Source: an optimization exercise on an open RTL-to-GDS flow (aim: small area, a short achievable clock period and few clock cycles). Production flows keep margins and buffers that such runs may drop. RTL that was checked went through simulation tests only; none was proved equivalent to the original. Function not checked in run 1: the RTL went through the layout flow alone. Power is estimated from default activity; no workload was simulated.

`flow/design.v`:
```
`default_nettype none
module proc (
    clk, rst,
    imem_addr, imem_rd, imem_rdata,
    dmem_addr, dmem_wdata, dmem_wr, dmem_rd, dmem_rdata,
    wb_en, wb_reg, wb_data, st_en, st_addr, st_data, halt
    );
    input  wire        clk;
    input  wire        rst;
    output wire [15:0] imem_addr;
    output wire        imem_rd;
    input  wire [15:0] imem_rdata;
    output wire [15:0] dmem_addr;
    output wire [15:0] dmem_wdata;
    output wire        dmem_wr;
    output wire        dmem_rd;
    input  wire [15:0] dmem_rdata;
    output wire        wb_en;
    output wire [2:0]  wb_reg;
    output wire [15:0] wb_data;
    output wire        st_en;
    output wire [15:0] st_addr;
    output wire [15:0] st_data;
    output wire        halt;
    function stop_op;
        input [15:0] i;
        begin
            stop_op = (i[15:13] == 3'b001) | (i[15:11] == 5'b00000) |
                      ((i[15:13] == 3'b011) & (i[11] & ~i[12] | i[7]));
        end
    endfunction
    reg  [15:1] fa;               
    reg         issue;            
    reg         l1, l2;           
    reg         iv1, iv2;         
    reg  [1:0]  ib1, ib2;         
    reg         fstop;            
    reg  [15:0] q0, b0, b1, b2;
    reg         qv;               
    reg  [1:0]  bc;               
    reg  [1:0]  rp, wp;           
    reg  [15:1] pcd;              
    reg         dstop;            
    reg  [15:0] rf [0:7];
    reg  [7:0]  rfv;              
    reg         ev;
    reg  [15:0] eA, eB;
    reg  [7:0]  eimm;
    reg         esx;              
    reg  [1:0]  ebk;              
    reg  [2:0]  edst;
    reg         ewr, eld, est, ehalt;
    reg  [3:0]  efa, efb;         
    reg         euimm;            
    reg         einv;             
    reg  [1:0]  eshop;            
    reg  [1:0]  esetop;           
    reg         rs_sum, rs_xor, rs_andn, rs_sh, rs_btr, rs_imm, rs_slbi, rs_set, rs_link;
    reg         m1v, m1wr, m1ld, m1st, m1halt;
    reg  [15:0] m1res, m1sd;
    reg  [2:0]  m1dst;
    reg         m1rd, m1wrq;      
    reg         dv1;
    reg  [1:0]  db1;
    reg         m2v, m2wr, m2ld, m2halt;
    reg  [15:0] m2res;
    reg  [2:0]  m2dst;
    reg         m3v, m3wr, m3ld, m3halt;
    reg  [15:0] m3res;
    reg  [2:0]  m3dst;
    reg         wen, whalt;
    reg  [2:0]  wreg;
    reg  [15:0] wdat;
    wire [15:0] m3val = m3ld ? dmem_rdata : m3res;
    wire m3w = m3v & m3wr;
    wire [15:0] opA = ({16{efa[0]}} & m1res) | ({16{efa[1]}} & m2res) | ({16{efa[2]}} & m3res) | ({16{efa[3]}} & eA);
    wire [15:0] rB  = ({16{efb[0]}} & m1res) | ({16{efb[1]}} & m2res) | ({16{efb[2]}} & m3res) | ({16{efb[3]}} & eB);
    wire [15:0] eimm16 = {{8{esx & eimm[7]}}, eimm};
    wire [15:0] opB = euimm ? eimm16 : rB;
    wire [15:0] ain = einv ? ~opA : opA;
    wire [16:0] sum17 = {1'b0, ain} + {1'b0, opB} + {16'b0, einv};
    wire [15:0] sum = sum17[15:0];
    wire        cout = sum17[16];
    wire        shr = eshop[1];
    wire [3:0]  sa  = opB[3:0];
    wire [3:0]  ka  = shr ? ~sa : sa;
    wire [15:0] r0  = shr ? {opA[14:0], opA[15]} : opA;
    wire [15:0] r1  = ka[0] ? {r0[14:0], r0[15]}    : r0;
    wire [15:0] r2  = ka[1] ? {r1[13:0], r1[15:14]} : r1;
    wire [15:0] r3  = ka[2] ? {r2[11:0], r2[15:12]} : r2;
    wire [15:0] r4  = ka[3] ? {r3[7:0],  r3[15:8]}  : r3;
    wire [15:0] lmask = 16'hffff << sa;
    wire [15:0] rmask = 16'hffff >> sa;
    wire [15:0] shmask = ~eshop[0] ? 16'hffff : (shr ? rmask : lmask);
    wire [15:0] shres = r4 & shmask;
    wire [15:0] btr;
    genvar gi;
    generate for (gi = 0; gi < 16; gi = gi + 1) begin : g_btr
        assign btr[gi] = opA[15 - gi];
    end endgenerate
    wire eq  = (sum == 16'h0000);      
    wire sle = (opA[15] ^ rB[15]) ? opA[15] : ~sum[15];
    wire setv = (esetop == 2'b00) ? eq :
                (esetop == 2'b01) ? (sle & ~eq) :
                (esetop == 2'b10) ? sle : cout;
    wire [15:0] eres =
        ({16{rs_sum}}  & sum) |
        ({16{rs_xor}}  & (opA ^ opB)) |
        ({16{rs_andn}} & (opA & ~opB)) |
        ({16{rs_sh}}   & shres) |
        ({16{rs_btr}}  & btr) |
        ({16{rs_imm}}  & eimm16) |
        ({16{rs_slbi}} & {opA[7:0], eimm[7:0]}) |
        ({16{rs_set}}  & {15'b0, setv}) |
        ({16{rs_link}} & rB);
    wire [15:0] ir = q0;
    wire [4:0]  op = ir[15:11];
    wire [2:0] qc = {1'b0, bc} + {2'b0, qv};
    wire dv = qv & ~dstop;
    wire is_rr    = (op == 5'b11011);                   
    wire is_rsh   = (op == 5'b11010);                   
    wire is_set   = (op[4:2] == 3'b111);                
    wire is_btr   = (op == 5'b11001);
    wire is_ia    = (op[4:2] == 3'b010);                
    wire is_ish   = (op[4:2] == 3'b101);                
    wire is_st    = (op == 5'b10000);
    wire is_ld    = (op == 5'b10001);
    wire is_stu   = (op == 5'b10011);
    wire is_lbi   = (op == 5'b11000);
    wire is_slbi  = (op == 5'b10010);
    wire is_br    = (op[4:2] == 3'b011);
    wire is_j     = (op == 5'b00100);
    wire is_jal   = (op == 5'b00110);
    wire is_jrx   = (op[4:2] == 3'b001) & op[0];       
    wire is_jalr  = (op == 5'b00111);
    wire is_halt  = (op == 5'b00000);
    wire [2:0] rsA = ir[10:8];
    wire [2:0] rsB = ir[7:5];
    wire useA = is_rr | is_rsh | is_set | is_btr | is_ia | is_ish | is_st | is_ld | is_stu |
                is_slbi | is_br | is_jrx;
    wire useB = is_rr | is_rsh | is_set | is_st | is_stu;
    wire dwr  = is_rr | is_rsh | is_set | is_btr | is_ia | is_ish | is_ld | is_stu |
                is_lbi | is_slbi | is_jal | is_jalr;
    wire [2:0] ddst = (is_rr | is_rsh | is_set | is_btr) ? ir[4:2] :
                      (is_ia | is_ish | is_ld) ? ir[7:5] :
                      (is_jal | is_jalr) ? 3'd7 : ir[10:8];
    wire [15:0] sx5 = {{11{ir[4]}}, ir[4:0]};
    wire [15:0] zx5 = {11'b0, ir[4:0]};
    wire [15:0] sx8 = {{8{ir[7]}}, ir[7:0]};
    wire [15:0] zx8 = {8'b0, ir[7:0]};
    wire [15:0] dimm = (is_lbi | is_jrx) ? sx8 :
                       is_slbi ? zx8 :
                       ((op[4:1] == 4'b0101) | is_ish) ? zx5 : sx5;
    function ldpend;
        input [2:0] r;
        begin
            ldpend = (ev & eld & (edst == r)) | (m1v & m1ld & (m1dst == r)) |
                     (m2v & m2ld & (m2dst == r));
        end
    endfunction
    wire hazard = (useA & ldpend(rsA)) | (useB & ldpend(rsB));
    wire e_early = rs_imm | rs_slbi | rs_link;
    wire [15:0] e_early_val = rs_slbi ? {opA[7:0], eimm[7:0]} : rs_link ? eB : eimm16;
    wire sA_E  = ev & ewr & (edst == rsA);
    wire sA_M1 = m1v & m1wr & (m1dst == rsA);
    wire sA_M2 = m2v & m2wr & (m2dst == rsA);
    wire sA_M3 = m3w & (m3dst == rsA);
    wire [15:0] rfA = rfv[rsA] ? rf[rsA] : 16'h0000;
    wire availA = sA_E ? e_early : sA_M1 ? ~m1ld : sA_M2 ? ~m2ld : sA_M3 ? ~m3ld : 1'b1;
    wire [15:0] dvalA = sA_E ? e_early_val : sA_M1 ? m1res : sA_M2 ? m2res : sA_M3 ? m3res : rfA;
    wire dzero = (dvalA == 16'h0000);
    wire taken = (op[1:0] == 2'b00) ? dzero :
                 (op[1:0] == 2'b01) ? ~dzero :
                 (op[1:0] == 2'b10) ? dvalA[15] : ~dvalA[15];
    wire ctl_wait = (is_br | is_jrx) & ~availA;
    wire is_mem = is_ld | is_st | is_stu;
    wire [1:0] dbank = dvalA[2:1] + ir[2:1] + {1'b0, dvalA[0] & ir[0]};
    wire mem_wait = is_mem & (~availA |
        (ev & (eld | est) & (ebk == dbank)) |
        (m1v & (m1ld | m1st) & (m1res[2:1] == dbank)) |
        (dv1 & (db1 == dbank)));
    wire [15:1] pc2 = pcd + 15'd1;
    wire [15:0] boff = is_br ? sx8 : {{5{ir[10]}}, ir[10:0]};
    wire [15:1] tga = is_jrx ? dvalA[15:1] : pc2;
    wire [15:1] tgb = is_jrx ? sx8[15:1] : boff[15:1];
    wire [15:1] dtgt = tga + tgb + {14'b0, is_jrx & dvalA[0] & ir[0]};
    wire d_go = dv & ~hazard & ~ctl_wait & ~mem_wait;
    wire redirect = d_go & (is_j | is_jal | is_jrx | (is_br & taken));
    wire [15:1] rtarget = dtgt;
    wire [15:0] rdA = sA_M3 ? m3val : rfA;
    wire [15:0] rdB = (m3w & (m3dst == rsB)) ? m3val : (rfv[rsB] ? rf[rsB] : 16'h0000);
    wire m1wrv = m1v & m1wr;
    wire m2wrv = m2v & m2wr;
    wire [3:0] fA = ~useA ? 4'b1000 :
                    sA_E ? 4'b0001 :
                    sA_M1 ? 4'b0010 :
                    sA_M2 ? 4'b0100 : 4'b1000;
    wire [3:0] fB = ~useB ? 4'b1000 :
                    (ev & ewr & (edst == rsB)) ? 4'b0001 :
                    (m1wrv & (m1dst == rsB)) ? 4'b0010 :
                    (m2wrv & (m2dst == rsB)) ? 4'b0100 : 4'b1000;
    assign imem_rd = issue;
    assign imem_addr = {fa, 1'b0};
    wire push = l2 & ~redirect;
    wire to_q0 = (bc == 2'd0) & (~qv | d_go);
    wire [15:0] bhead = (rp == 2'd0) ? b0 : (rp == 2'd1) ? b1 : b2;
    wire [15:1] fa_seq = issue ? fa + 15'd1 : fa;
    wire fstop_nr = (push & stop_op(imem_rdata)) ? 1'b1 :
                    (d_go & is_br) ? 1'b0 : fstop;
    wire [2:0] qc_go   = qc - 3'd1 + {2'b0, l2};
    wire [2:0] qc_nogo = qc + {2'b0, l2};
    function nbusy;
        input [1:0] b;
        begin
            nbusy = (issue & (fa[2:1] == b)) | (iv1 & (ib1 == b)) | (iv2 & (ib2 == b));
        end
    endfunction
    wire [2:0] inf_n = {2'b0, issue} + {2'b0, l1};
    wire room_go   = (qc_go + inf_n) < 3'd4;
    wire room_nogo = (qc_nogo + inf_n) < 3'd4;
    wire issue_nr = ~fstop_nr & ~nbusy(fa_seq[2:1]) & (d_go ? room_go : room_nogo);
    wire issue_r  = ~nbusy(rtarget[2:1]);
    always @(posedge clk) begin
        if (rst) begin
            fa <= 15'd0;
            issue <= 1'b1;
            l1 <= 1'b0; l2 <= 1'b0;
            iv1 <= 1'b0; iv2 <= 1'b0;
            fstop <= 1'b0;
        end else begin
            fa <= redirect ? rtarget : fa_seq;
            issue <= redirect ? issue_r : issue_nr;
            l1 <= issue & ~redirect;
            l2 <= l1 & ~redirect;
            iv1 <= issue; iv2 <= iv1;
            fstop <= redirect ? 1'b0 : fstop_nr;
        end
        ib1 <= fa[2:1]; ib2 <= ib1;
        if (l2) begin
            if (wp == 2'd0) b0 <= imem_rdata;
            if (wp == 2'd1) b1 <= imem_rdata;
            if (wp == 2'd2) b2 <= imem_rdata;
        end
        if (d_go) q0 <= (bc != 2'd0) ? bhead : imem_rdata;
        else if (~qv) q0 <= imem_rdata;
        if (rst | redirect) begin
            qv <= 1'b0;
            bc <= 2'd0;
            rp <= 2'd0;
            wp <= 2'd0;
        end else begin
            qv <= d_go ? ((bc != 2'd0) | push) : (qv | push);
            bc <= bc + {1'b0, push & ~to_q0} - {1'b0, d_go & (bc != 2'd0)};
            if (d_go & (bc != 2'd0)) rp <= (rp == 2'd2) ? 2'd0 : rp + 2'd1;
            if (push & ~to_q0) wp <= (wp == 2'd2) ? 2'd0 : wp + 2'd1;
        end
        if (rst) begin
            pcd <= 15'd0;
            dstop <= 1'b0;
        end else begin
            if (redirect) pcd <= rtarget;
            else if (d_go) pcd <= pc2;
            if (d_go & is_halt) dstop <= 1'b1;
        end
        if (rst) ev <= 1'b0;
        else ev <= d_go;
        eA <= rdA;
        eB <= (is_jal | is_jalr) ? {pc2, 1'b0} : rdB;
        efa <= fA;
        efb <= fB;
        eimm <= dimm[7:0];
        esx <= dimm[15];
        ebk <= dbank;
        edst <= ddst;
        ewr <= dwr;
        eld <= is_ld;
        est <= is_st | is_stu;
        ehalt <= is_halt;
        euimm <= ~(is_rr | is_rsh | is_set);
        einv <= (is_rr & (ir[1:0] == 2'b01)) | (op == 5'b01001) | (is_set & (op[1:0] != 2'b11));
        eshop <= is_rsh ? ir[1:0] : op[1:0];
        esetop <= op[1:0];
        rs_sum  <= (is_rr & ~ir[1]) | (op[4:1] == 4'b0100) | is_ld | is_st | is_stu;
        rs_xor  <= (is_rr & (ir[1:0] == 2'b10)) | (op == 5'b01010);
        rs_andn <= (is_rr & (ir[1:0] == 2'b11)) | (op == 5'b01011);
        rs_sh   <= is_rsh | is_ish;
        rs_btr  <= is_btr;
        rs_imm  <= is_lbi;
        rs_slbi <= is_slbi;
        rs_set  <= is_set;
        rs_link <= is_jal | is_jalr;
        if (rst) begin
            m1v <= 1'b0;
            m1rd <= 1'b0;
            m1wrq <= 1'b0;
        end else begin
            m1v <= ev;
            m1rd <= ev & eld;
            m1wrq <= ev & est;
        end
        m1wr <= ewr; m1ld <= eld; m1st <= est; m1halt <= ehalt;
        m1res <= eres; m1sd <= rB; m1dst <= edst;
        if (rst) dv1 <= 1'b0;
        else dv1 <= m1rd | m1wrq;
        db1 <= m1res[2:1];
        if (rst) begin
            m2v <= 1'b0; m3v <= 1'b0;
        end else begin
            m2v <= m1v;
            m3v <= m2v;
        end
        m2wr <= m1wr; m2ld <= m1ld; m2halt <= m1halt; m2res <= m1res; m2dst <= m1dst;
        m3wr <= m2wr; m3ld <= m2ld; m3halt <= m2halt; m3res <= m2res; m3dst <= m2dst;
        if (m3w) rf[m3dst] <= m3val;
        if (rst) begin
            rfv <= 8'h00;
            wen <= 1'b0;
            whalt <= 1'b0;
        end else begin
            if (m3w) rfv[m3dst] <= 1'b1;
            wen <= m3w;
            if (m3v & m3halt) whalt <= 1'b1;
        end
        wreg <= m3dst;
        wdat <= m3val;
    end
    assign dmem_addr  = m1res;
    assign dmem_wdata = m1sd;
    assign dmem_rd    = m1rd;
    assign dmem_wr    = m1wrq;
    assign st_en      = m1wrq;
    assign st_addr    = m1res;
    assign st_data    = m1sd;
    assign wb_en      = wen;
    assign wb_reg     = wreg;
    assign wb_data    = wdat;
    assign halt       = whalt;
endmodule
`default_nettype wire
```
`flow/flow/run.sh`:
```
#!/bin/bash
set -euo pipefail
bash standard.sh SETUP_SLACK_MARGIN=8 finish > make.log 2>&1
```
`flow/standard.sh`:
```
#!/bin/bash
# synth_recipe.tcl (not shown) runs the flow's synth.tcl, then flattens the netlist and writes it again
# the make line also repeats each setting of config.mk as NAME=value (left out here)
make -C /OpenROAD-flow-scripts/flow DESIGN_CONFIG=/design/flow/config.mk WORK_HOME=/design/flow/orfs CLKGATE_MAP_FILE= SYNTH_SCRIPT=/design/flow/synth_recipe.tcl "${@:-finish}"
```
`flow/config.mk`:
```
export PLATFORM = sky130hd
export DESIGN_NAME = proc
export DESIGN_NICKNAME = proc
export VERILOG_FILES = /design/flow/design.v
export SDC_FILE = /design/flow/constraint.sdc
export NUM_CORES = 4
export LEC_CHECK = 0
export ABC_AREA = 1
export CAP_MARGIN = 20
export CORE_MARGIN = 2
export CORE_UTILIZATION = 40
export SLEW_MARGIN = 20
```
`flow/constraint.sdc`:
```
create_clock -name core_clock -period 12.0 [get_ports {clk}]
set_input_delay 2.4000 -clock core_clock [delete_from_list [all_inputs] [get_ports {clk}]]
set_output_delay 2.4000 -clock core_clock [all_outputs]
set_load 0.01 [all_outputs]
```
==> results of run 1 <==
[cell families after synthesis]
logic type | Yosys count | share of synthesized area
flip-flops | 438 | 0.443
XOR/XNOR | 78 | 0.0286
AO/OA/AOI/OAI | 685 | 0.158
other | 1 | 0.000156
AND/OR/NAND/NOR | 1328 | 0.227
buffers and inverters | 618 | 0.105
adder cells (fa/ha/maj) | 65 | 0.0350
multiplexers | 6 | 0.00249
[cell usage after synthesis, drive strengths merged, types with 5 or more instances]
master and instances:
nand4 42, nand3 177, clkbuf 89, o22ai 57, nand2 812, a211oi 6, clkinv 9, xor2 57
edfxtp 192, o21ai 348, o21a 5, o211ai 30, ha 61, nor2 244, inv 435, nor3 37
a221oi 6, o2111ai 17, buf 85, or2 9, xnor2 21, a21oi 168, mux2i 6, dfxtp 246
a31oi 24
[worst reg2reg max path: cells and delay by family (launching register included)]
family,cells,cell delay [ps]
AND/OR/NAND/NOR,19,1660
buffers and inverters,4,390
adder cells (fa/ha/maj),3,1060
flip-flops,1,430
AO/OA/AOI/OAI,5,580
[sequential cells by signal, indices dropped and copies added, names as in the netlist, 4 cells and up, named ones only]
register / count
efb: 4
wdat: 16
b0: 16
eA: 16
q0: 16
efa: 4
eB: 16
pcd: 15
eimm: 8
m1sd: 16
m1res: 16
rfv: 8
rf: 128
m2res: 16
b1: 16
m3res: 16
fa: 15
b2: 16
[layer usage]
metal  GRT usage  vias up
met5           0        -
met3      0.0440      226
met4       0.118        0
li1            -    10900
met2       0.404     1089
met1       0.371    10800
[per-stage QoR]
step / hold WS, ps / utilization
after global routing: 330 / 0.500
after CTS: 325 / 0.486
after detailed placement: 312 / 0.437
after global placement: 311 / 0.437
final: 327 / 0.500
after floorplan: 310 / -
[worst max path at each step]
stage	start	endpoint	slack, ps	depth (start not counted)
after CTS	q0[10]	bc[1]	7900	28
final	q0[8]	bc[1]	7820	31
after global routing	q0[10]	bc[1]	7590	29
after floorplan	q0[8]	bc[1]	8040	30
after detailed placement	flop	bc[1]	6260	33
after global placement	flop	bc[1]	6290	33
[power by group through the flow]
stage	sequential (W)	combinational (W)	clock, W
3_3_place_gp	0.00204	0.00170	0
4_1_cts	0.00203	0.00184	0.00163
3_5_place_dp	0.00204	0.00170	0
5_1_grt	0.00205	0.00214	0.00168
2_1_floorplan	0.00196	0.00110	0
6_report	0.00204	0.00197	0.00161
[cell type report]
type                            instances  area (µm²)  share of cell area
Tap cell                              773         967              0.0326
Timing Repair Buffer                  275        2690              0.0905
Multi-Input combinational cell       2168       11800               0.396
Inverter                              444        1750              0.0591
Sequential cell                       438       10800               0.362
Antenna cell                            1        2.50           0.0000843
Clock buffer                           66        1370              0.0463
Clock inverter                         25         334              0.0113
Timing Repair inverter                  5        55.1             0.00185
[timing repair]
item,CTS,global route
pin swaps,39,53
endpoints found under the setup margin,130,85
cloned,10,4
setup buffers,66,27
resized for setup,160,172
==> summary.txt, run 1 <==
Worst hold path
  • Hold Path Sink: m1halt
  • Worst Hold Depth: 0
  • Hold WC Path Type: flop to flop
  • Worst Hold Launch: ehalt

Setup path
  • Worst Setup Start Kind: flop
  • Worst path slowest cell: fa_2
  • Worst Path Required: 12550 ps
  • Crit-path max cell delay: 610 ps
  • Crit path buf inv count: 4
  • Worst r2r dst: bc[1]
  • Reg2reg setup slack: 7820 ps
  • Critical path arrival: 4730 ps
  • Critical path start-end classification: flop to flop
  • RR Startpoint: q0[8]
  • Critical path's top delay family: simple AND/OR/NAND/NOR gates
  • Cell depth of the worst flop-to-flop path: 31
  • Crit Path Max Fanout: 6
  • Worst Setup End Kind: flop

Detailed routing
  • First drt pass iteration count: 10
  • DR WL/cell: 20.4 µm
  • Met1 WL: 37500 µm
  • DRT iter0 DRCs: 2624
  • Via density: 5.49
  • DR WL met3: 7210 µm
  • DR vias: 23000
  • Highest routed layer: met4
  • Met2 wire length: 37100 µm
  • Routed Antenna Nets: 0
  • DRT Wirelength: 85700 µm
  • # DRC: 0

Logic synthesis
  • Top area cells in the synthesized netlist: edfxtp_1, dfxtp_1, nand2_1, o21ai_0, inv_1
  • Synth Area per Inst: 7.49 µm²
  • Post-synth top area share: 0.239
  • Sequential element share of the synthesized area: 0.443
  • FFs w/ async S/R, synth: 0
  • Main synth FF type: dfxtp_1
  • Netlist Area Pre-Place: 24100 µm²
  • Synth area leader: edfxtp_1
  • Post-synth net total: 3318
  • Cell count after synthesis: 3219
  • Flops & latches, synth: 438
  • Distinct cells, synth: 59
  • Post-synth EDFFs: 192
  • Yosys synthesis warning count: 1

Place
  • PortBufs: 137
  • DP Area: 26000 µm²
  • Routability Congestion: 0.964
  • Dpl cells: 3996
  • Post-detail-place hpwl: 58300 µm
  • Worst slack at placement: 6260 ps

Die
  • Starting Density: 0.406
  • Die area: 62300 µm²
  • Die Span X: 250 µm
  • Die height: 250 µm
  • Std cell rows: 89
  • Io pins: 139
  • Core area: 59400 µm²

STA
  • Final TNS setup: 0 ps
  • Final period utilization: 0.348
  • Period minus WS final: 4180 ps
  • Clock skew: 22.5 ps
  • Fin. Hold Viols: 0
  • Fmax: 0.239 GHz
  • Max_slew headroom: 0.300
  • Final WS setup: 7820 ps
  • Least-Margin Pin Slew: 1040 ps
  • RSZ-0062 raised after global routing: true
  • Setup Viol. Count Final: 0
  • Slew Limit Fails: 0

Global routing
  • First-pass GRT wire length: 128000 µm
  • Grt total ovfl: 0
  • Initial antenna violation count: 0
  • Vias in the first global route: 21200
  • Total track usage: 0.266
  • Largest net degree at the start of global routing: 78

Final layout
  • Finished Layout Cells: 4195
  • Area Overhead vs Synth: 23.2%
  • Share of cells above drive strength 1: 0.130
  • Most frequent cells in the layout: nand2_1, inv_1, o21ai_0, nor2_1, dfxtp_1
  • Commonest non-fill, non-tap cell in the layout: nand2_1
  • Final net count: 3481
  • Cell area after layout: 29700 µm²
  • Layout fillers: 5728

CTS
  • Clk slew on worst S/H paths: 60 ps
  • CTS tree: yes
  • Root buffer cell: clkbuf_16
  • Hold_buf cts: 0
  • Clock Sinks: 438
  • Clock Path Buffers: 3
  • Worst-Skew Late Latency: 610 ps
  • Total CTS buffers: 50
  • H-tree levels: 2

Power and ir drop
  • Int Pwr: 0.00350 W
  • PD cells: 189 nW/µm²
  • Clk pwr share: 0.287
  • Switching power: 0.00212 W
  • Gate power share: 0.351
  • VDD IR max: 0.128 mV
  • Switching Share: 0.377
  • Final Power: 0.00562 W
  • Pleak: 12.6 nW
  • Reg power frac: 0.363

Run
  • Max-cap violation count: 0

Outcome
  • Status: complete, no violations
==> run 2: changes to the inputs <==
--- a/flow/design.v
+++ b/flow/design.v
@@ -40,4 +40,5 @@
     reg  [1:0]  bc;               
     reg  [1:0]  rp, wp;           
+    reg         mA_E, mA_M1, mA_M2, mA_M3, mB_E, mB_M1, mB_M2, mB_M3;
     reg  [15:1] pcd;              
     reg         dstop;            
@@ -152,18 +153,12 @@
                        is_slbi ? zx8 :
                        ((op[4:1] == 4'b0101) | is_ish) ? zx5 : sx5;
-    function ldpend;
-        input [2:0] r;
-        begin
-            ldpend = (ev & eld & (edst == r)) | (m1v & m1ld & (m1dst == r)) |
-                     (m2v & m2ld & (m2dst == r));
-        end
-    endfunction
-    wire hazard = (useA & ldpend(rsA)) | (useB & ldpend(rsB));
+    wire hazard = (useA & ((mA_E & eld) | (mA_M1 & m1ld) | (mA_M2 & m2ld))) |
+                  (useB & ((mB_E & eld) | (mB_M1 & m1ld) | (mB_M2 & m2ld)));
     wire e_early = rs_imm | rs_slbi | rs_link;
     wire [15:0] e_early_val = rs_slbi ? {opA[7:0], eimm[7:0]} : rs_link ? eB : eimm16;
-    wire sA_E  = ev & ewr & (edst == rsA);
-    wire sA_M1 = m1v & m1wr & (m1dst == rsA);
-    wire sA_M2 = m2v & m2wr & (m2dst == rsA);
-    wire sA_M3 = m3w & (m3dst == rsA);
+    wire sA_E  = mA_E;
+    wire sA_M1 = mA_M1;
+    wire sA_M2 = mA_M2;
+    wire sA_M3 = mA_M3;
     wire [15:0] rfA = rfv[rsA] ? rf[rsA] : 16'h0000;
     wire availA = sA_E ? e_early : sA_M1 ? ~m1ld : sA_M2 ? ~m2ld : sA_M3 ? ~m3ld : 1'b1;
@@ -189,5 +184,5 @@
     wire [15:1] rtarget = dtgt;
     wire [15:0] rdA = sA_M3 ? m3val : rfA;
-    wire [15:0] rdB = (m3w & (m3dst == rsB)) ? m3val : (rfv[rsB] ? rf[rsB] : 16'h0000);
+    wire [15:0] rdB = mB_M3 ? m3val : (rfv[rsB] ? rf[rsB] : 16'h0000);
     wire m1wrv = m1v & m1wr;
     wire m2wrv = m2v & m2wr;
@@ -197,7 +192,7 @@
                     sA_M2 ? 4'b0100 : 4'b1000;
     wire [3:0] fB = ~useB ? 4'b1000 :
-                    (ev & ewr & (edst == rsB)) ? 4'b0001 :
-                    (m1wrv & (m1dst == rsB)) ? 4'b0010 :
-                    (m2wrv & (m2dst == rsB)) ? 4'b0100 : 4'b1000;
+                    mB_E ? 4'b0001 :
+                    mB_M1 ? 4'b0010 :
+                    mB_M2 ? 4'b0100 : 4'b1000;
     assign imem_rd = issue;
     assign imem_addr = {fa, 1'b0};
@@ -205,4 +200,5 @@
     wire to_q0 = (bc == 2'd0) & (~qv | d_go);
     wire [15:0] bhead = (rp == 2'd0) ? b0 : (rp == 2'd1) ? b1 : b2;
+    wire [15:0] nq0 = d_go ? ((bc != 2'd0) ? bhead : imem_rdata) : (qv ? q0 : imem_rdata);
     wire [15:1] fa_seq = issue ? fa + 15'd1 : fa;
     wire fstop_nr = (push & stop_op(imem_rdata)) ? 1'b1 :
@@ -242,6 +238,18 @@
             if (wp == 2'd2) b2 <= imem_rdata;
         end
-        if (d_go) q0 <= (bc != 2'd0) ? bhead : imem_rdata;
-        else if (~qv) q0 <= imem_rdata;
+        q0 <= nq0;
+        if (rst) begin
+            mA_E <= 1'b0; mA_M1 <= 1'b0; mA_M2 <= 1'b0; mA_M3 <= 1'b0;
+            mB_E <= 1'b0; mB_M1 <= 1'b0; mB_M2 <= 1'b0; mB_M3 <= 1'b0;
+        end else begin
+            mA_E  <= d_go & dwr & (ddst == nq0[10:8]);
+            mA_M1 <= ev & ewr & (edst == nq0[10:8]);
+            mA_M2 <= m1v & m1wr & (m1dst == nq0[10:8]);
+            mA_M3 <= m2v & m2wr & (m2dst == nq0[10:8]);
+            mB_E  <= d_go & dwr & (ddst == nq0[7:5]);
+            mB_M1 <= ev & ewr & (edst == nq0[7:5]);
+            mB_M2 <= m1v & m1wr & (m1dst == nq0[7:5]);
+            mB_M3 <= m2v & m2wr & (m2dst == nq0[7:5]);
+        end
         if (rst | redirect) begin
             qv <= 1'b0;
==> flow/flow/run.sh (replaced) <==
#!/bin/bash
set -euo pipefail
bash standard.sh SETUP_SLACK_MARGIN=9 finish > make.log 2>&1
==> run 2 against run 1 <==
  * Maximum frequency grew 0.43%
  * Clock-buffer cell count is the same
  * Combinational power increased by 120%
  * Clock skew is 11 ps higher
  * Worst hold slack barely moved
  * Sequential cell count is 2 higher
  * Critical path depth grew 1
  * First-iteration DRC count is 12% lower
  * Setup slack better by 18 ps
  * Via count is 4.8% higher
  * Cell count increased by 2.1%
==> summary.txt, run 2 <==
Outcome
  • Status: complete, no violations

Setup path
  • Critical path arrival: 4710 ps
  • Worst r2r dst: bc[1]
  • Crit-path max cell delay: 510 ps
  • Critical path's top delay family: simple AND/OR/NAND/NOR gates
  • Crit path buf inv count: 6
  • WP depth: 32
  • Worst Setup End Kind: flop
  • Crit path from: q0[8]
  • Worst Path Required: 12550 ps
  • Crit Path Max Fanout: 6
  • Worst Setup Start Kind: flop
  • Critical path start-end classification: flop to flop
  • Cell depth of the worst flop-to-flop path: 32
  • Reg2reg setup slack: 7840 ps
  • Critical path destination: bc[1]
  • Worst path slowest cell: fa_2
  • RR Startpoint: q0[8]

Detailed routing
  • DRT Wirelength: 95100 µm
  • DRT iter0 DRCs: 2297
  • DR WL/cell: 22.2 µm
  • Routed Antenna Nets: 0
  • First drt pass iteration count: 6
  • DR vias: 24100
  • # DRC: 0
  • Via density: 5.63

Power and ir drop
  • VDD IR max: 0.122 mV
  • Pleak: 13.7 nW
  • PD cells: 246 nW/µm²

Final layout
  • Final net count: 3568
  • Commonest non-fill, non-tap cell in the layout: nand2_1
  • Layout fillers: 5434
  • Post-Route Utilization: 0.548
  • Share of cells above drive strength 1: 0.277
  • Finished Layout Cells: 4284
  • Top reg by flops: rf
  • Most frequent cells in the layout: nand2_1, inv_1, o21ai_0, nor2_1, buf_4
  • Max FFs per register: 128
  • Area Overhead vs Synth: 35.0%
  • Cell area after layout: 32400 µm²

Logic synthesis
  • Main synth FF type: dfxtp_1
  • Distinct cells, synth: 62
  • Post-synth EDFFs: 186
  • Synth Area per Inst: 7.64 µm²
  • Post-synth top area share: 0.233
  • Flops & latches, synth: 440
  • List of most frequent post-synthesis cells: nand2_1, inv_1, o21ai_0, nor2_1, dfxtp_1
  • Netlist Area Pre-Place: 24000 µm²
  • Yosys synthesis warning count: 1
  • Post-synth net total: 3237
  • Cell count after synthesis: 3139
  • Sequential element share of the synthesized area: 0.445
  • Most common cell in the synthesized netlist: nand2_1
  • Synth area leader: edfxtp_1
  • Top area cells in the synthesized netlist: edfxtp_1, dfxtp_1, nand2_1, o21ai_0, inv_1
  • FFs w/ async S/R, synth: 0

Die
  • Die area: 61900 µm²
  • Std cell rows: 89
  • Io pins: 139
  • Die height: 249 µm
  • Core area: 59100 µm²
  • Die Span X: 249 µm
  • Starting Density: 0.406

STA
  • Max_slew headroom: 0.278
  • Fin. Hold Viols: 0
  • Fmax: 0.240 GHz
  • Final TNS setup: 0 ps
  • Final hold slack: 327 ps
  • Final period utilization: 0.347
  • Setup Viol. Count Final: 0
  • Least-Margin Pin Slew: 1080 ps
  • Slew Limit Fails: 0
  • RSZ-0062 raised after global routing: true
  • Period minus WS final: 4160 ps
  • Clock skew: 33.2 ps

CTS
  • H-tree levels: 2
  • Clk slew on worst S/H paths: 60 ps
  • Clock Path Buffers: 3
  • Root buffer cell: clkbuf_16
  • CTS tree: yes
  • Clock Sinks: 440
  • Total CTS buffers: 49
  • Worst-Skew Late Latency: 620 ps

Place
  • DP Area: 25800 µm²
  • PortBufs: 137
  • Routability Congestion: 1.01
  • Dpl cells: 3910
  • Post-detail-place hpwl: 62600 µm

Run
  • Max-cap violation count: 0

Worst hold path
  • Hold WC Path Type: flop to flop

Global routing
  • Vias in the first global route: 22700
  • First-pass GRT wire length: 140000 µm
  • Total track usage: 0.293
  • Largest net degree at the start of global routing: 92
  • Grt total ovfl: 0
  • Initial antenna violation count: 3
run 2: cell types whose count changed after synthesis, moves of 13 or more:
cell / before / now
a21oi_1: 165 / 194
inv_1: 428 / 364
inv_2: 7 / 20
nand2_1: 809 / 722
nand3_1: 174 / 139
nor2_1: 242 / 263
nor3_1: 35 / 21
o211ai_1: 30 / 52
o21ai_0: 324 / 341
run 2: cell type report:
cell class	count	area [µm²]	share of cell area
Multi-Input combinational cell	2137	12700	0.391
Sequential cell	440	10800	0.335
Timing Repair Buffer	436	4470	0.138
Inverter	395	1630	0.0503
Clock buffer	66	1480	0.0457
Tap cell	773	967	0.0299
Clock inverter	25	233	0.00719
Timing Repair inverter	11	77.6	0.00240
Antenna cell	1	2.50	0.0000773
run 2: cells by family (layout without fill, tap and decap cells):
| logic type | Yosys count | count (layout) | synth area share |
|---|---|---|---|
| other | 1 | 2 | 0.000156 |
| flip-flops | 440 | 440 | 0.445 |
| adder cells (fa/ha/maj) | 64 | 64 | 0.0346 |
| XOR/XNOR | 68 | 68 | 0.0248 |
| multiplexers | 8 | 8 | 0.00334 |
| buffers and inverters | 566 | 933 | 0.0996 |
| AND/OR/NAND/NOR | 1230 | 1233 | 0.213 |
| AO/OA/AOI/OAI | 762 | 763 | 0.180 |
run 2: worst min-delay path by stage:
stage              to  depth (start not counted)  startpoint
2_1_floorplan  m1halt                          0       ehalt
3_3_place_gp   m3halt                          0      m2halt
3_5_place_dp   m1halt                          0       ehalt
4_1_cts        m3halt                          0      m2halt
5_1_grt        m3halt                          0      m2halt
6_report       m1halt                          0       ehalt
run 2: through the flow:
| stage | power [W] | worst slack [ps] |
|---|---|---|
| 2_1_floorplan | 0.00397 | 8080 |
| 3_3_place_gp | 0.00499 | 5590 |
| 3_5_place_dp | 0.00501 | 5410 |
| 4_1_cts | 0.00748 | 7910 |
| 5_1_grt | 0.00836 | 7630 |
| 6_report | 0.00798 | 7840 |
run 2: timing repair:
item / 4_1_cts / 5_1_grt
endpoints found under the setup margin: 307 / 305
buffers inserted: 196 / 60
gates cloned: 23 / 3
endpoints found under the hold margin: 0 / 0
pin swaps: 99 / 99
resized for setup: 988 / 244
hold buffers: 0 / 0
run 2: power breakdown:
| part | total, W | leakage [nW] | internal, W | switching (W) |
|---|---|---|---|---|
| Clock | 0.00159 | 0.860 | 0.000933 | 0.000659 |
| Combinational | 0.00425 | 9.05 | 0.00170 | 0.00255 |
| Sequential | 0.00214 | 3.84 | 0.00188 | 0.000261 |
run 2: metal layers:
layer,vias up,global-route usage,part of all wire
li1,11100,-,-
met1,11500,0.397,0.42
met2,1252,0.475,0.46
met3,226,0.0492,0.089
met4,2,0.0989,0.036
met5,-,0,0.00014
Testbench counts of run 2, summed over its fixed seeds: cycles 109,283.
==> run 3: changes to the inputs <==
==> flow/flow/run.sh (replaced) <==
#!/bin/bash
set -euo pipefail
bash standard.sh SETUP_SLACK_MARGIN=8 finish > make.log 2>&1
==> run 3 against run 2 <==
  * Combinational power shrank 22%
  * Die area did not move
  * Cell count down 4.3%
  * First-iteration DRC count increased by 12%
  * Sequential power barely moved
  * Wire length fell by 7.6%
  * Cell area is 9.1% lower
==> summary.txt, run 3 <==
CTS
  • Total CTS buffers: 49
  • Clock Sinks: 440
  • CTS tree: yes
  • Hold_buf cts: 0
  • Clk slew on worst S/H paths: 60 ps
  • Worst-Skew Late Latency: 610 ps
  • Clock Path Buffers: 3
  • Root buffer cell: clkbuf_16
  • H-tree levels: 2

Power and ir drop
  • Clk pwr share: 0.222
  • Switching Share: 0.440
  • Reg power frac: 0.303
  • Switching power: 0.00308 W
  • PD cells: 238 nW/µm²
  • VDD IR max: 0.121 mV
  • Gate power share: 0.475
  • Int Pwr: 0.00393 W
  • Pleak: 12.3 nW

STA
  • Fin. Hold Viols: 0
  • Final period utilization: 0.350
  • Clock skew: 30.2 ps
  • Period minus WS final: 4200 ps
  • RSZ-0062 raised after global routing: true
  • Least-Margin Pin Slew: 970 ps
  • Max_slew headroom: 0.349
  • Final TNS setup: 0 ps
  • Slew Limit Fails: 0
  • Fmax: 0.238 GHz
  • Setup Viol. Count Final: 0

Final layout
  • Share of cells above drive strength 1: 0.141
  • Area Overhead vs Synth: 22.7%
  • Post-Route Utilization: 0.498
  • Layout fillers: 5725
  • Cell area after layout: 29400 µm²
  • Most frequent cells in the layout: nand2_1, inv_1, o21ai_0, nor2_1, dfxtp_1
  • Final net count: 3384
  • Top reg by flops: rf
  • Max FFs per register: 128
  • Commonest non-fill, non-tap cell in the layout: nand2_1

Die
  • Starting Density: 0.406
  • Die height: 249 µm
  • Die area: 61900 µm²
  • Io pins: 139
  • Std cell rows: 89
  • Die Span X: 249 µm
  • Core area: 59100 µm²

Setup path
  • Critical path destination: bc[1]
  • Critical path arrival: 4740 ps
  • Reg2reg setup slack: 7800 ps
  • Crit-path max cell delay: 620 ps
  • Worst r2r dst: bc[1]
  • Critical-path cell list: buf_4, inv_1, nor2_1, o21ai_2, nand2_4, nand2_2, fa_2, inv_2, buf_4, buf_4, a21oi_1, nand3_1, nand2_2, nand2_4, nand2_8, buf_8, nand2_8, nand2_4, nand3_4, ha_4, inv_2, ha_4, or2_4, a21oi_2
  • Cell depth of the worst flop-to-flop path: 24
  • Worst path slowest cell: fa_2
  • RR Startpoint: mA_E
  • Crit Path Max Fanout: 24
  • Worst Setup Start Kind: flop
  • Worst Path Required: 12540 ps
  • Critical path start-end classification: flop to flop
  • Worst Setup End Kind: flop
  • Crit path from: mA_E

Logic synthesis
  • Post-synth EDFFs: 186
  • Sequential element share of the synthesized area: 0.445
  • Distinct cells, synth: 62
  • List of most frequent post-synthesis cells: nand2_1, inv_1, o21ai_0, nor2_1, dfxtp_1
  • Top area cells in the synthesized netlist: edfxtp_1, dfxtp_1, nand2_1, o21ai_0, inv_1
  • Cell count after synthesis: 3139
  • Synth Area per Inst: 7.64 µm²
  • Post-synth net total: 3237
  • Yosys synthesis warning count: 1
  • Flops & latches, synth: 440
  • Main synth FF type: dfxtp_1
  • FFs w/ async S/R, synth: 0
  • Post-synth top area share: 0.233
  • Netlist Area Pre-Place: 24000 µm²
  • Most common cell in the synthesized netlist: nand2_1
  • Synth area leader: edfxtp_1

Global routing
  • Largest net degree at the start of global routing: 92
  • Grt total ovfl: 0
  • Initial antenna violation count: 1
  • Total track usage: 0.274
  • First-pass GRT wire length: 132000 µm
  • Vias in the first global route: 21700

Detailed routing
  • Highest routed layer: met5
  • First drt pass iteration count: 6
  • Met2 wire length: 40200 µm
  • DR vias: 22800
  • DR WL/cell: 21.4 µm
  • DRT iter0 DRCs: 2565
  • DR WL met3: 6970 µm
  • Met1 WL: 38000 µm
  • DRT Wirelength: 87900 µm
  • # DRC: 0
  • Routed Antenna Nets: 0
  • Via density: 5.57

Worst hold path
  • Hold WC Path Type: flop to flop

Place
  • Post-detail-place hpwl: 61400 µm
  • DP Area: 25700 µm²
  • Routability Congestion: 0.993
  • PortBufs: 137

Outcome
  • Status: complete, no violations

Run
  • Max-cap violation count: 0
[run 3: cell families (layout without fill, tap and decap cells)]
family / Yosys count / in the layout / synth area share
AOI/OAI and AO/OA: 762 / 763 / 0.180
other: 1 / 2 / 0.000156
adders and majority gates: 64 / 64 / 0.0346
xor gates and xnor gates: 68 / 68 / 0.0248
buffers and inverters: 566 / 750 / 0.0996
muxes: 8 / 8 / 0.00334
DFF: 440 / 440 / 0.445
and+or+nand+nor: 1230 / 1232 / 0.213
[run 3: worst min path at each step]
stage          cells past startpoint  slack (ps)     end  startpoint
6_report                           0         310  m3halt      m2halt
3_5_place_dp                       0         310  m1halt       ehalt
3_3_place_gp                       0         320  m1halt       ehalt
5_1_grt                            0         330  m2halt      m1halt
4_1_cts                            0         330  m1halt       ehalt
2_1_floorplan                      0         310  m1halt       ehalt
[run 3: stage by stage]
step	hold slack (ps)	cells	power, W	worst slack [ps]
2_1_floorplan	310	3139	0.00396	8040
3_3_place_gp	316	3911	0.00497	5550
3_5_place_dp	314	3911	0.00499	5400
4_1_cts	328	4061	0.00678	7900
5_1_grt	331	4099	0.00740	7640
6_report	315	4100	0.00701	7800
[run 3: layout make-up]
| type | instances | area [µm²] | share of cell area |
|---|---|---|---|
| inverters | 395 | 1570 | 0.0534 |
| flip-flops and latches | 440 | 10800 | 0.366 |
| repair inverters | 4 | 33.8 | 0.00115 |
| repair buffers | 260 | 2670 | 0.0909 |
| well taps | 773 | 967 | 0.0329 |
| clock buffers | 58 | 1280 | 0.0435 |
| clock inverters | 33 | 360 | 0.0122 |
| diodes | 1 | 2.50 | 0.0000851 |
| multi-input cells | 2136 | 11800 | 0.400 |
[run 3: what timing repair did]
item	in CTS	in global routing
pin swaps	32	68
buffers inserted	45	35
resized for setup	175	161
endpoints found under the setup margin	117	50
gates cloned	14	3
[run 3: critical path: cells and delay by family, from the launching register on]
family	cells	cell delay, ps
and+or+nand+nor	11	1190
buffers and inverters	7	1170
adders and majority gates	3	1050
AOI/OAI and AO/OA	3	360
DFF	1	310
[run 3: layer usage]
| layer | vias up | global-route usage |
|---|---|---|
| li1 | 10800 | - |
| met2 | 1068 | 0.443 |
| met3 | 196 | 0.0391 |
| met1 | 10800 | 0.378 |
| met5 | - | 0 |
| met4 | 2 | 0.0874 |
[run 3: power groups by stage]
stage          clock network (W)  logic, W  registers [W]
2_1_floorplan                  0   0.00192        0.00204
3_3_place_gp                   0   0.00284        0.00212
3_5_place_dp                   0   0.00286        0.00213
4_1_cts                  0.00158   0.00308        0.00211
5_1_grt                  0.00164   0.00361        0.00215
6_report                 0.00156   0.00333        0.00212
==> run 4: changes to the inputs <==
--- a/flow/design.v
+++ b/flow/design.v
@@ -43,4 +43,5 @@
     reg  [15:1] pcd;              
     reg         dstop;            
+    reg         pcd_fa;           
     reg  [15:0] rf [0:7];
     reg  [7:0]  rfv;              
@@ -170,9 +171,19 @@
     wire ctl_wait = (is_br | is_jrx) & ~availA;
     wire is_mem = is_ld | is_st | is_stu;
-    wire [1:0] dbank = dvalA[2:1] + ir[2:1] + {1'b0, dvalA[0] & ir[0]};
-    wire mem_wait = is_mem & (~availA |
-        (ev & (eld | est) & (ebk == dbank)) |
-        (m1v & (m1ld | m1st) & (m1res[2:1] == dbank)) |
-        (dv1 & (db1 == dbank)));
+    function [1:0] bk;
+        input [2:0] v;
+        begin
+            bk = v[2:1] + ir[2:1] + {1'b0, v[0] & ir[0]};
+        end
+    endfunction
+    wire [3:0] busyv = ({4{ev & (eld | est)}} & (4'b0001 << ebk)) |
+                       ({4{m1v & (m1ld | m1st)}} & (4'b0001 << m1res[2:1])) |
+                       ({4{dv1}} & (4'b0001 << db1));
+    wire [1:0] bkE = bk(e_early_val[2:0]), bk1 = bk(m1res[2:0]), bk2 = bk(m2res[2:0]),
+               bk3 = bk(m3res[2:0]), bkR = bk(rfA[2:0]);
+    wire [1:0] dbank = sA_E ? bkE : sA_M1 ? bk1 : sA_M2 ? bk2 : sA_M3 ? bk3 : bkR;
+    wire bconf = sA_E ? busyv[bkE] : sA_M1 ? busyv[bk1] : sA_M2 ? busyv[bk2] :
+                 sA_M3 ? busyv[bk3] : busyv[bkR];
+    wire mem_wait = is_mem & (~availA | bconf);
     wire [15:1] pc2 = pcd + 15'd1;
     wire [15:0] boff = is_br ? sx8 : {{5{ir[10]}}, ir[10:0]};
@@ -200,5 +211,13 @@
     wire to_q0 = (bc == 2'd0) & (~qv | d_go);
     wire [15:0] bhead = (rp == 2'd0) ? b0 : (rp == 2'd1) ? b1 : b2;
-    wire [15:0] nq0 = d_go ? ((bc != 2'd0) ? bhead : imem_rdata) : (qv ? q0 : imem_rdata);
+    wire [15:0] nq0_go   = (bc != 2'd0) ? bhead : imem_rdata;
+    wire [15:0] nq0_nogo = qv ? q0 : imem_rdata;
+    wire [15:0] nq0 = d_go ? nq0_go : nq0_nogo;
+    wire [1:0] bc_go   = (bc == 2'd0) ? 2'd0 : bc - 2'd1 + {1'b0, l2};
+    wire [1:0] bc_nogo = bc + {1'b0, l2 & ~((bc == 2'd0) & ~qv)};
+    wire wp_inc_go   = l2 & (bc != 2'd0);
+    wire wp_inc_nogo = l2 & ~((bc == 2'd0) & ~qv);
+    wire [1:0] wp_next = (wp == 2'd2) ? 2'd0 : wp + 2'd1;
+    wire [1:0] rp_next = (rp == 2'd2) ? 2'd0 : rp + 2'd1;
     wire [15:1] fa_seq = issue ? fa + 15'd1 : fa;
     wire fstop_nr = (push & stop_op(imem_rdata)) ? 1'b1 :
@@ -243,12 +262,12 @@
             mB_E <= 1'b0; mB_M1 <= 1'b0; mB_M2 <= 1'b0; mB_M3 <= 1'b0;
         end else begin
-            mA_E  <= d_go & dwr & (ddst == nq0[10:8]);
-            mA_M1 <= ev & ewr & (edst == nq0[10:8]);
-            mA_M2 <= m1v & m1wr & (m1dst == nq0[10:8]);
-            mA_M3 <= m2v & m2wr & (m2dst == nq0[10:8]);
-            mB_E  <= d_go & dwr & (ddst == nq0[7:5]);
-            mB_M1 <= ev & ewr & (edst == nq0[7:5]);
-            mB_M2 <= m1v & m1wr & (m1dst == nq0[7:5]);
-            mB_M3 <= m2v & m2wr & (m2dst == nq0[7:5]);
+            mA_E  <= d_go & dwr & (ddst == nq0_go[10:8]);
+            mA_M1 <= ev & ewr & (edst == (d_go ? nq0_go[10:8] : nq0_nogo[10:8]));
+            mA_M2 <= m1v & m1wr & (m1dst == (d_go ? nq0_go[10:8] : nq0_nogo[10:8]));
+            mA_M3 <= m2v & m2wr & (m2dst == (d_go ? nq0_go[10:8] : nq0_nogo[10:8]));
+            mB_E  <= d_go & dwr & (ddst == nq0_go[7:5]);
+            mB_M1 <= ev & ewr & (edst == (d_go ? nq0_go[7:5] : nq0_nogo[7:5]));
+            mB_M2 <= m1v & m1wr & (m1dst == (d_go ? nq0_go[7:5] : nq0_nogo[7:5]));
+            mB_M3 <= m2v & m2wr & (m2dst == (d_go ? nq0_go[7:5] : nq0_nogo[7:5]));
         end
         if (rst | redirect) begin
@@ -258,14 +277,16 @@
             wp <= 2'd0;
         end else begin
-            qv <= d_go ? ((bc != 2'd0) | push) : (qv | push);
-            bc <= bc + {1'b0, push & ~to_q0} - {1'b0, d_go & (bc != 2'd0)};
-            if (d_go & (bc != 2'd0)) rp <= (rp == 2'd2) ? 2'd0 : rp + 2'd1;
-            if (push & ~to_q0) wp <= (wp == 2'd2) ? 2'd0 : wp + 2'd1;
+            qv <= d_go ? ((bc != 2'd0) | l2) : (qv | l2);
+            bc <= d_go ? bc_go : bc_nogo;
+            if (d_go & (bc != 2'd0)) rp <= rp_next;
+            if (d_go ? wp_inc_go : wp_inc_nogo) wp <= wp_next;
         end
         if (rst) begin
             pcd <= 15'd0;
+            pcd_fa <= 1'b0;
             dstop <= 1'b0;
         end else begin
-            if (redirect) pcd <= rtarget;
+            pcd_fa <= redirect;
+            if (pcd_fa) pcd <= fa;
             else if (d_go) pcd <= pc2;
             if (d_go & is_halt) dstop <= 1'b1;
==> flow/flow/run.sh (replaced) <==
#!/bin/bash
set -euo pipefail
bash standard.sh SETUP_SLACK_MARGIN=7.5 finish > make.log 2>&1
==> run 4 against run 3 <==
  * Die area is 1.0% higher
  * Clock power is 5% lower
  * Sequential share of layout area grew 2.1 points
  * Clock skew down 11 ps
  * First-iteration DRC count about the same
  * Synthesized area grew 1.1%
==> summary.txt, run 4 <==
Final layout
  • Cell area after layout: 27700 µm²
  • Share of cells above drive strength 1: 0.0520
  • Area Overhead vs Synth: 14.3%
  • Antenna cells: 0
  • Layout fillers: 6135
  • Most frequent cells in the layout: nand2_1, inv_1, o21ai_0, nor2_1, dfxtp_1
  • Multi-input logic area: 11300 µm²
  • FF+latch area: 10700 µm²
  • Final net count: 3367
  • Top reg by flops: rf
  • Commonest non-fill, non-tap cell in the layout: nand2_1
  • Max FFs per register: 128

Logic synthesis
  • Distinct cells, synth: 59
  • Post-synth top area share: 0.230
  • Yosys synthesis warning count: 1
  • FFs w/ async S/R, synth: 0
  • Synth Area per Inst: 7.54 µm²
  • Post-synth net total: 3315
  • Cell count after synthesis: 3214
  • Top area cells in the synthesized netlist: edfxtp_1, dfxtp_1, nand2_1, o21ai_0, inv_1
  • Synth area leader: edfxtp_1
  • List of most frequent post-synthesis cells: nand2_1, inv_1, o21ai_0, nor2_1, dfxtp_1
  • Sequential element share of the synthesized area: 0.441
  • Main synth FF type: dfxtp_1
  • Post-synth EDFFs: 186
  • Most common cell in the synthesized netlist: nand2_1
  • Flops & latches, synth: 441
  • Netlist Area Pre-Place: 24200 µm²

Place
  • Post-detail-place hpwl: 59300 µm
  • Routability Congestion: 0.972
  • DP Area: 25900 µm²
  • Worst slack at placement: 6370 ps
  • PortBufs: 137

STA
  • Final WS setup: 7710 ps
  • Clock skew: 18.8 ps
  • Final TNS setup: 0 ps
  • Least-Margin Pin Slew: 1030 ps
  • Setup Viol. Count Final: 0
  • Max_slew headroom: 0.303
  • Slew Limit Fails: 0
  • RSZ-0062 raised after global routing: false
  • Fmax: 0.233 GHz
  • Period minus WS final: 4290 ps
  • Fin. Hold Viols: 0
  • Final period utilization: 0.358

Setup path
  • Critical path's top delay family: flip-flops
  • Cell depth of the worst flop-to-flop path: 23
  • Worst path slowest cell: dfxtp_1
  • RR Startpoint: efa[1]
  • Crit Path Max Fanout: 8
  • Critical path arrival: 1890 ps
  • Crit-path max cell delay: 640 ps
  • Crit path from: fa[1]
  • Critical-path cell list: clkdlybuf4s50_1
  • Critical path start-end classification: flop to output port
  • Worst Path Required: 9600 ps
  • Worst Setup Start Kind: flop
  • Crit path buf inv count: 1
  • WP depth: 1
  • Worst Setup End Kind: output port

Detailed routing
  • DR WL met3: 7470 µm
  • Via density: 5.51
  • DR WL/cell: 20.4 µm
  • DRT iter0 DRCs: 2567
  • DR vias: 22500
  • Met1 WL: 36800 µm
  • Routed Antenna Nets: 0
  • Met2 wire length: 35900 µm
  • # DRC: 0
  • Highest routed layer: met4
  • DRT Wirelength: 83600 µm
  • First drt pass iteration count: 8

Worst hold path
  • Worst Hold Depth: 0
  • Hold WC Path Type: flop to flop
  • Worst Hold Launch: m2halt

Outcome
  • Status: complete, no violations

Run
  • Max-cap violation count: 0

Die
  • Die area: 62600 µm²
  • Die Span X: 250 µm
  • Starting Density: 0.403
  • Die height: 250 µm
  • Std cell rows: 90
  • Core area: 60100 µm²
  • Io pins: 139

CTS
  • H-tree levels: 2
  • Hold_buf cts: 0
  • Clk slew on worst S/H paths: 60 ps
  • Total CTS buffers: 49
  • Clock Sinks: 441
  • Clock Path Buffers: 3
  • Worst-Skew Late Latency: 610 ps
  • Root buffer cell: clkbuf_16
  • CTS tree: yes

Global routing
  • Total track usage: 0.261
  • Largest net degree at the start of global routing: 93
  • Vias in the first global route: 20700
  • First-pass GRT wire length: 126000 µm
  • Grt total ovfl: 0
  • Initial antenna violation count: 0

Power and ir drop
  • Final Power: 0.00638 W
  • Pleak: 11.7 nW
  • PD cells: 230 nW/µm²
  • VDD IR max: 0.107 mV
## run 4: cell count changes after synthesis, moves of 9 or more
cell	change
clkbuf_1	+17
o21ai_0	-50
xnor2_1	+9
nand2_1	+91
o22ai_1	-13
nand3_1	+57
o211ai_1	-13
a31oi_1	+9
buf_2	-10
nand4_1	-15
a22o_1	+9
nor2_1	+19
## run 4: cell families (layout without fill, tap and decap cells)
kind of cell | Yosys count | in the layout | share of synthesized area
and+or+nand+nor | 1368 | 1368 | 0.231
AOI/OAI and AO/OA | 704 | 704 | 0.166
buffers and inverters | 555 | 647 | 0.0962
DFF | 441 | 441 | 0.441
xor gates and xnor gates | 71 | 71 | 0.0257
adders and majority gates | 67 | 67 | 0.0371
muxes | 7 | 7 | 0.00289
other | 1 | 1 | 0.000155
## run 4: cell type report
| type | count | share of cell area |
|---|---|---|
| multi-input cells | 2218 | 0.407 |
| flip-flops and latches | 441 | 0.386 |
| repair buffers | 176 | 0.0625 |
| inverters | 379 | 0.0526 |
| clock buffers | 70 | 0.0495 |
| well taps | 782 | 0.0353 |
| clock inverters | 21 | 0.00659 |
| repair inverters | 1 | 0.000181 |
## run 4: worst paths after layout
kind | end | slack, ps
setup / recovery | imem_addr[1] | 7710
setup reg to reg | m1res[0] | 7780
hold reg to reg | m3halt | 330
hold / removal | m3halt | 330
## run 4: timing repair
action	CTS	global route
endpoints found under the setup margin	78	53
buffers inserted	3	2
gates resized for setup	16	19
cloned	1	2
pin swaps	0	1
## run 4: metrics by stage
step                      cells  hold slack, ps   util
after global routing       4088             341  0.461
after CTS                  4084             331  0.459
after detailed placement   3989             315  0.431
final                      4088             326  0.461
after global placement     3989             314  0.431
after floorplan            3214             310      -
## run 4: report_power, final
group / leakage, nW / internal (W) / switching [W]
Clock: 0.768 / 0.000841 / 0.000637
Sequential: 3.81 / 0.00185 / 0.000270
Combinational: 7.14 / 0.000934 / 0.00185
Total: 11.7 / 0.00363 / 0.00276
## run 4: metal layers
metal	track usage	vias up
met2	0.391	1101
met3	0.0508	183
met4	0.106	0
met1	0.370	10400
li1	-	10800
met5	0.00232	-
Testbench counts of run 4, summed over its fixed seeds: cycles 109,283.
==> run 5: changes to the inputs <==
==> flow/flow/run.sh (replaced) <==
#!/bin/bash
set -euo pipefail
bash standard.sh SETUP_SLACK_MARGIN=8.5 finish > make.log 2>&1
==> run 5 against run 4 <==
  * Die area stayed put
  * Setup slack improved by 530 ps
  * Still clean
  * Worst hold slack better by 5.2 ps
  * Wire length rose by 6.8%
  * Largest power group unchanged
  * Sequential power about the same
==> summary.txt, run 5 <==
Outcome
  • Status: complete, no violations

Setup path
  • CP dominant cell by count: nand2_1
  • Worst Setup Start Kind: flop
  • Critical path start-end classification: flop to flop
  • Worst path slowest cell: fa_1
  • Critical path arrival: 4260 ps
  • Worst Path Required: 12490 ps
  • Worst Setup End Kind: flop
  • Crit-path max cell delay: 480 ps
  • Crit Path Max Fanout: 7

Die
  • Die area: 62600 µm²
  • Die Span X: 250 µm
  • Io pins: 139
  • Starting Density: 0.403
  • Std cell rows: 90
  • Core area: 60100 µm²
  • Die height: 250 µm

STA
  • Least-Margin Pin Slew: 1040 ps
  • Setup Viol. Count Final: 0
  • Slew Limit Fails: 0
  • Clock skew: 17.6 ps
  • Max_slew headroom: 0.305
  • Fmax: 0.266 GHz
  • Fin. Hold Viols: 0
  • Final period utilization: 0.314
  • RSZ-0062 raised after global routing: true
  • Period minus WS final: 3770 ps
  • Final TNS setup: 0 ps

Global routing
  • First-pass GRT wire length: 132000 µm
  • Total track usage: 0.275
  • Initial antenna violation count: 1
  • Largest net degree at the start of global routing: 92
  • Grt total ovfl: 0
  • Vias in the first global route: 21600

Logic synthesis
  • Post-synth top area share: 0.230
  • Synth area leader: edfxtp_1
  • Flops & latches, synth: 441
  • List of most frequent post-synthesis cells: nand2_1, inv_1, o21ai_0, nor2_1, dfxtp_1
  • Post-synth net total: 3315
  • FFs w/ async S/R, synth: 0
  • Main synth FF type: dfxtp_1
  • Sequential element share of the synthesized area: 0.441
  • Netlist Area Pre-Place: 24200 µm²
  • Most common cell in the synthesized netlist: nand2_1
  • Distinct cells, synth: 59
  • Top area cells in the synthesized netlist: edfxtp_1, dfxtp_1, nand2_1, o21ai_0, inv_1
  • Cell count after synthesis: 3214
  • Synth Area per Inst: 7.54 µm²
  • Yosys synthesis warning count: 1
  • Post-synth EDFFs: 186

CTS
  • CTS tree: yes
  • Root buffer cell: clkbuf_16
  • Clock Sinks: 441
  • H-tree levels: 2
  • Hold_buf cts: 0
  • Clk slew on worst S/H paths: 60 ps
  • Worst-Skew Late Latency: 610 ps
  • Clock Path Buffers: 3
  • Total CTS buffers: 50

Detailed routing
  • DR WL/cell: 21.1 µm
  • DR vias: 23600
  • Via density: 5.57
  • First drt pass iteration count: 7
  • Routed Antenna Nets: 0
  • # DRC: 0
  • DRT iter0 DRCs: 2666
  • DRT Wirelength: 89300 µm

Final layout
  • Finished Layout Cells: 4239
  • Layout fillers: 5826
  • Commonest non-fill, non-tap cell in the layout: nand2_1
  • Top reg by flops: rf
  • Max FFs per register: 128
  • Share of cells above drive strength 1: 0.193
  • Most frequent cells in the layout: nand2_1, inv_1, o21ai_0, nor2_1, dfxtp_1
  • Multi-input logic area: 12100 µm²
  • Antenna cells: 0
  • Final net count: 3517
  • Area Overhead vs Synth: 25.4%
  • FF+latch area: 10900 µm²

Power and ir drop
  • VDD IR max: 0.112 mV
  • Final Power: 0.00703 W
  • Pleak: 13.1 nW
  • PD cells: 231 nW/µm²

Run
  • Max-cap violation count: 0

Worst hold path
  • Hold WC Path Type: flop to flop

Place
  • Post-detail-place hpwl: 59500 µm
  • PortBufs: 137
  • Dpl cells: 3991
  • Routability Congestion: 0.952
==> run 5: worst max-delay path: cells and delay by family (launching register included) <==
| kind | cells | cell delay [ps] |
|---|---|---|
| AND/OR/NAND/NOR | 18 | 1290 |
| buffers and inverters | 6 | 810 |
| AO/OA/AOI/OAI | 6 | 680 |
| adder cells (fa/ha/maj) | 1 | 480 |
| flip-flops | 1 | 380 |
==> run 5: logic make-up after synthesis <==
| family | count (synthesis) | synth area share |
|---|---|---|
| AOI/OAI and AO/OA | 704 | 0.166 |
| xor gates and xnor gates | 71 | 0.0257 |
| adders and majority gates | 67 | 0.0371 |
| buffers and inverters | 555 | 0.0962 |
| DFF | 441 | 0.441 |
| muxes | 7 | 0.00289 |
| other | 1 | 0.000155 |
| and+or+nand+nor | 1368 | 0.231 |
==> run 5: what timing repair did <==
item | 4_1_cts | 5_1_grt
cloned | 15 | 3
setup buffers | 91 | 46
gates resized for setup | 724 | 181
pin swaps | 52 | 84
setup endpoints to repair | 199 | 136
==> run 5: cell type report <==
class | instances | share of cell area
Timing Repair Buffer | 316 | 0.0983
Inverter | 379 | 0.0498
Clock buffer | 71 | 0.0499
Timing Repair inverter | 7 | 0.00313
Sequential cell | 441 | 0.358
Tap cell | 782 | 0.0322
Multi-Input combinational cell | 2221 | 0.400
Clock inverter | 22 | 0.00947
==> run 5: worst paths after layout <==
check | startpoint | endpoint | slack, ps | depth (start not counted)
setup / recovery | q0[8] | mB_M3 | 8230 | 31
hold / removal | m2halt | m3halt | 330 | 0
setup reg to reg | q0[8] | mB_M3 | 8230 | 31
hold reg to reg | m2halt | m3halt | 330 | 0
==> run 5: metrics by stage <==
| stage | setup WS [ps] | utilization | instance area [µm²] | hold WS [ps] |
|---|---|---|---|---|
| 6_report | 8230 | 0.506 | 30400 | 331 |
| 5_1_grt | 8010 | 0.506 | 30400 | 347 |
| 4_1_cts | 8320 | 0.489 | 29400 | 333 |
| 3_5_place_dp | 6960 | 0.432 | 26000 | 316 |
| 3_3_place_gp | 6970 | 0.432 | 26000 | 316 |
| 2_1_floorplan | 8540 | - | 24200 | 310 |
==> run 5: report_power, final <==
group	total, W	switching (W)	internal (W)
clock	0.00167	0.000660	0.00101
sequential	0.00210	0.000235	0.00187
combinational	0.00326	0.00209	0.00117
total	0.00703	0.00299	0.00404
==> run 5: per-layer routing <==
layer | vias to the layer above | global-route usage | routed length, µm
li1 | 11100 | - | -
met1 | 11100 | 0.394 | 38500
met2 | 1230 | 0.415 | 38700
met3 | 206 | 0.0461 | 8620
met4 | 0 | 0.0999 | 3460
met5 | - | 0 | 0
==> run 6: changes to the inputs <==
==> flow/flow/run.sh (replaced) <==
#!/bin/bash
set -euo pipefail
bash standard.sh SETUP_SLACK_MARGIN=8 finish > make.log 2>&1
==> run 6 against run 5 <==
  * First-iteration DRC count decreased by 7.3%
  * Clock power decreased by 11%
  * Critical path depth down 30
  * Synthesized cell count did not move
  * Die area stayed put
  * Combinational power decreased by 11%
  * Sequential cell count is the same
  * Largest cell class unchanged
  * Largest power group unchanged
==> summary.txt, run 6 <==
Logic synthesis
  • Post-synth net total: 3315
  • Post-synth EDFFs: 186
  • Flops & latches, synth: 441
  • Synth Area per Inst: 7.54 µm²
  • Main synth FF type: dfxtp_1
  • FFs w/ async S/R, synth: 0
  • Sequential element share of the synthesized area: 0.441
  • Post-synth top area share: 0.230
  • Synth area leader: edfxtp_1
  • List of most frequent post-synthesis cells: nand2_1, inv_1, o21ai_0, nor2_1, dfxtp_1
  • Yosys synthesis warning count: 1

STA
  • Final period utilization: 0.333
  • Fin. Hold Viols: 0
  • Least-Margin Pin Slew: 990 ps
  • Final TNS setup: 0 ps
  • Max_slew headroom: 0.338
  • Final hold slack: 326 ps
  • Fmax: 0.251 GHz
  • RSZ-0062 raised after global routing: true

Power and ir drop
  • Gate power share: 0.445
  • VDD IR max: 0.109 mV
  • Switching Share: 0.431
  • Reg power frac: 0.328
  • Int Pwr: 0.00369 W
  • Clk pwr share: 0.228
  • Switching power: 0.00280 W
  • PD cells: 228 nW/µm²

Setup path
  • Worst Setup Start Kind: flop
  • Critical path start-end classification: flop to output port
  • Critical path arrival: 1590 ps
  • Worst Path Required: 9600 ps
  • Critical path's top delay family: buffers and inverters
  • Worst Setup End Kind: output port
  • Crit path buf inv count: 1
  • Crit Path Max Fanout: 4
  • Crit-path max cell delay: 570 ps

Die
  • Starting Density: 0.403
  • Die height: 250 µm
  • Die area: 62600 µm²
  • Io pins: 139
  • Die Span X: 250 µm
  • Std cell rows: 90

Detailed routing
  • Via density: 5.50
  • DR WL/cell: 20.7 µm
  • DRT iter0 DRCs: 2472
  • # DRC: 0
  • DR vias: 22600
  • DRT Wirelength: 85000 µm

Final layout
  • Area Overhead vs Synth: 17.2%
  • Layout fillers: 6079
  • FF+latch area: 10800 µm²
  • Most frequent cells in the layout: nand2_1, inv_1, o21ai_0, nor2_1, dfxtp_1
  • Final net count: 3395
  • Max FFs per register: 128
  • Antenna cells: 0
  • Share of cells above drive strength 1: 0.0834

Global routing
  • Vias in the first global route: 20800
  • First-pass GRT wire length: 127000 µm
  • Grt total ovfl: 0
  • Largest net degree at the start of global routing: 92
  • Total track usage: 0.264

Outcome
  • Status: complete, no violations

CTS
  • Root buffer cell: clkbuf_16
  • CTS tree: yes
  • H-tree levels: 2
  • Worst-Skew Late Latency: 610 ps
  • Clk slew on worst S/H paths: 60 ps

Worst hold path
  • Hold WC Path Type: flop to flop

Run
  • Max-cap violation count: 0

Place
  • Post-detail-place hpwl: 59300 µm
  • Routability Congestion: 0.972
[run 6: cell families after synthesis]
group / after synthesis / synth area share
AND/OR/NAND/NOR: 1368 / 0.231
XOR/XNOR: 71 / 0.0257
other: 1 / 0.000155
AO/OA/AOI/OAI: 704 / 0.166
adder cells (fa/ha/maj): 67 / 0.0371
flip-flops: 441 / 0.441
multiplexers: 7 / 0.00289
buffers and inverters: 555 / 0.0962
[run 6: power by group through the flow]
stage                     Clock [W]  Combinational (W)  Sequential (W)
after floorplan                   0            0.00181         0.00204
after global placement            0            0.00268         0.00214
after detailed placement          0            0.00267         0.00214
after CTS                   0.00150            0.00273         0.00212
after global routing        0.00157            0.00317         0.00215
final                       0.00148            0.00289         0.00213
[run 6: final cells by class]
class                      count  share of cell area
multi-input combinational   2219               0.404
timing repair inverter         3            0.000749
inverter                     379              0.0535
clock inverter                21             0.00643
timing repair buffer         201              0.0723
clock buffer                  70              0.0482
tap                          782              0.0344
sequential                   441               0.380
[run 6: per-layer routing]
| layer | vias to the layer above | global-route usage | part of all wire |
|---|---|---|---|
| li1 | 10900 | - | - |
| met1 | 10500 | 0.371 | 0.44 |
| met2 | 1076 | 0.394 | 0.43 |
| met3 | 194 | 0.0530 | 0.091 |
| met4 | 0 | 0.109 | 0.043 |
| met5 | - | 0.00232 | 0 |
[run 6: metrics by stage]
| stage | worst slack [ps] | power [W] | area [µm²] | instances |
|---|---|---|---|---|
| finish | 8010 | 0.00649 | 28400 | 4116 |
| floorplan | 8490 | 0.00385 | 24200 | 3214 |
| detailed placement | 6370 | 0.00481 | 25900 | 3989 |
| global route | 7950 | 0.00688 | 28400 | 4116 |
| global placement | 6440 | 0.00482 | 25900 | 3989 |
| CTS | 7980 | 0.00636 | 27800 | 4090 |
[run 6: worst reg2reg max path, delay by kind of cell, from the launching register on]
kind / cells / cell delay (ps)
AND/OR/NAND/NOR: 22 / 1810
adder cells (fa/ha/maj): 1 / 310
AO/OA/AOI/OAI: 5 / 530
flip-flops: 1 / 370
buffers and inverters: 5 / 640
[run 6: path summary, 6_finish.rpt]
kind,startpoint,to,slack [ps],depth (start not counted)
hold reg to reg,m2halt,m3halt,330,0
setup / recovery,m1res[3],st_addr[3],8010,1
setup reg to reg,q0[8],fa[14],8260,33
hold / removal,m2halt,m3halt,330,0
[run 6: repair_timing]
item,in CTS,in global routing
buffers inserted,6,21
setup endpoints to repair,128,88
hold endpoints to repair,0,0
gates resized for setup,92,83
pin swaps,2,11
cloned,4,5

Re-timed with assumed drivers on the ports (clkbuf_16 on the clock, buf_2 on other inputs), run 6 has 7.949 ns of setup slack against 8.009 ns with ideal ports, and 7.641 ns once port delays also move by the mid clock arrival of 0.657 ns.
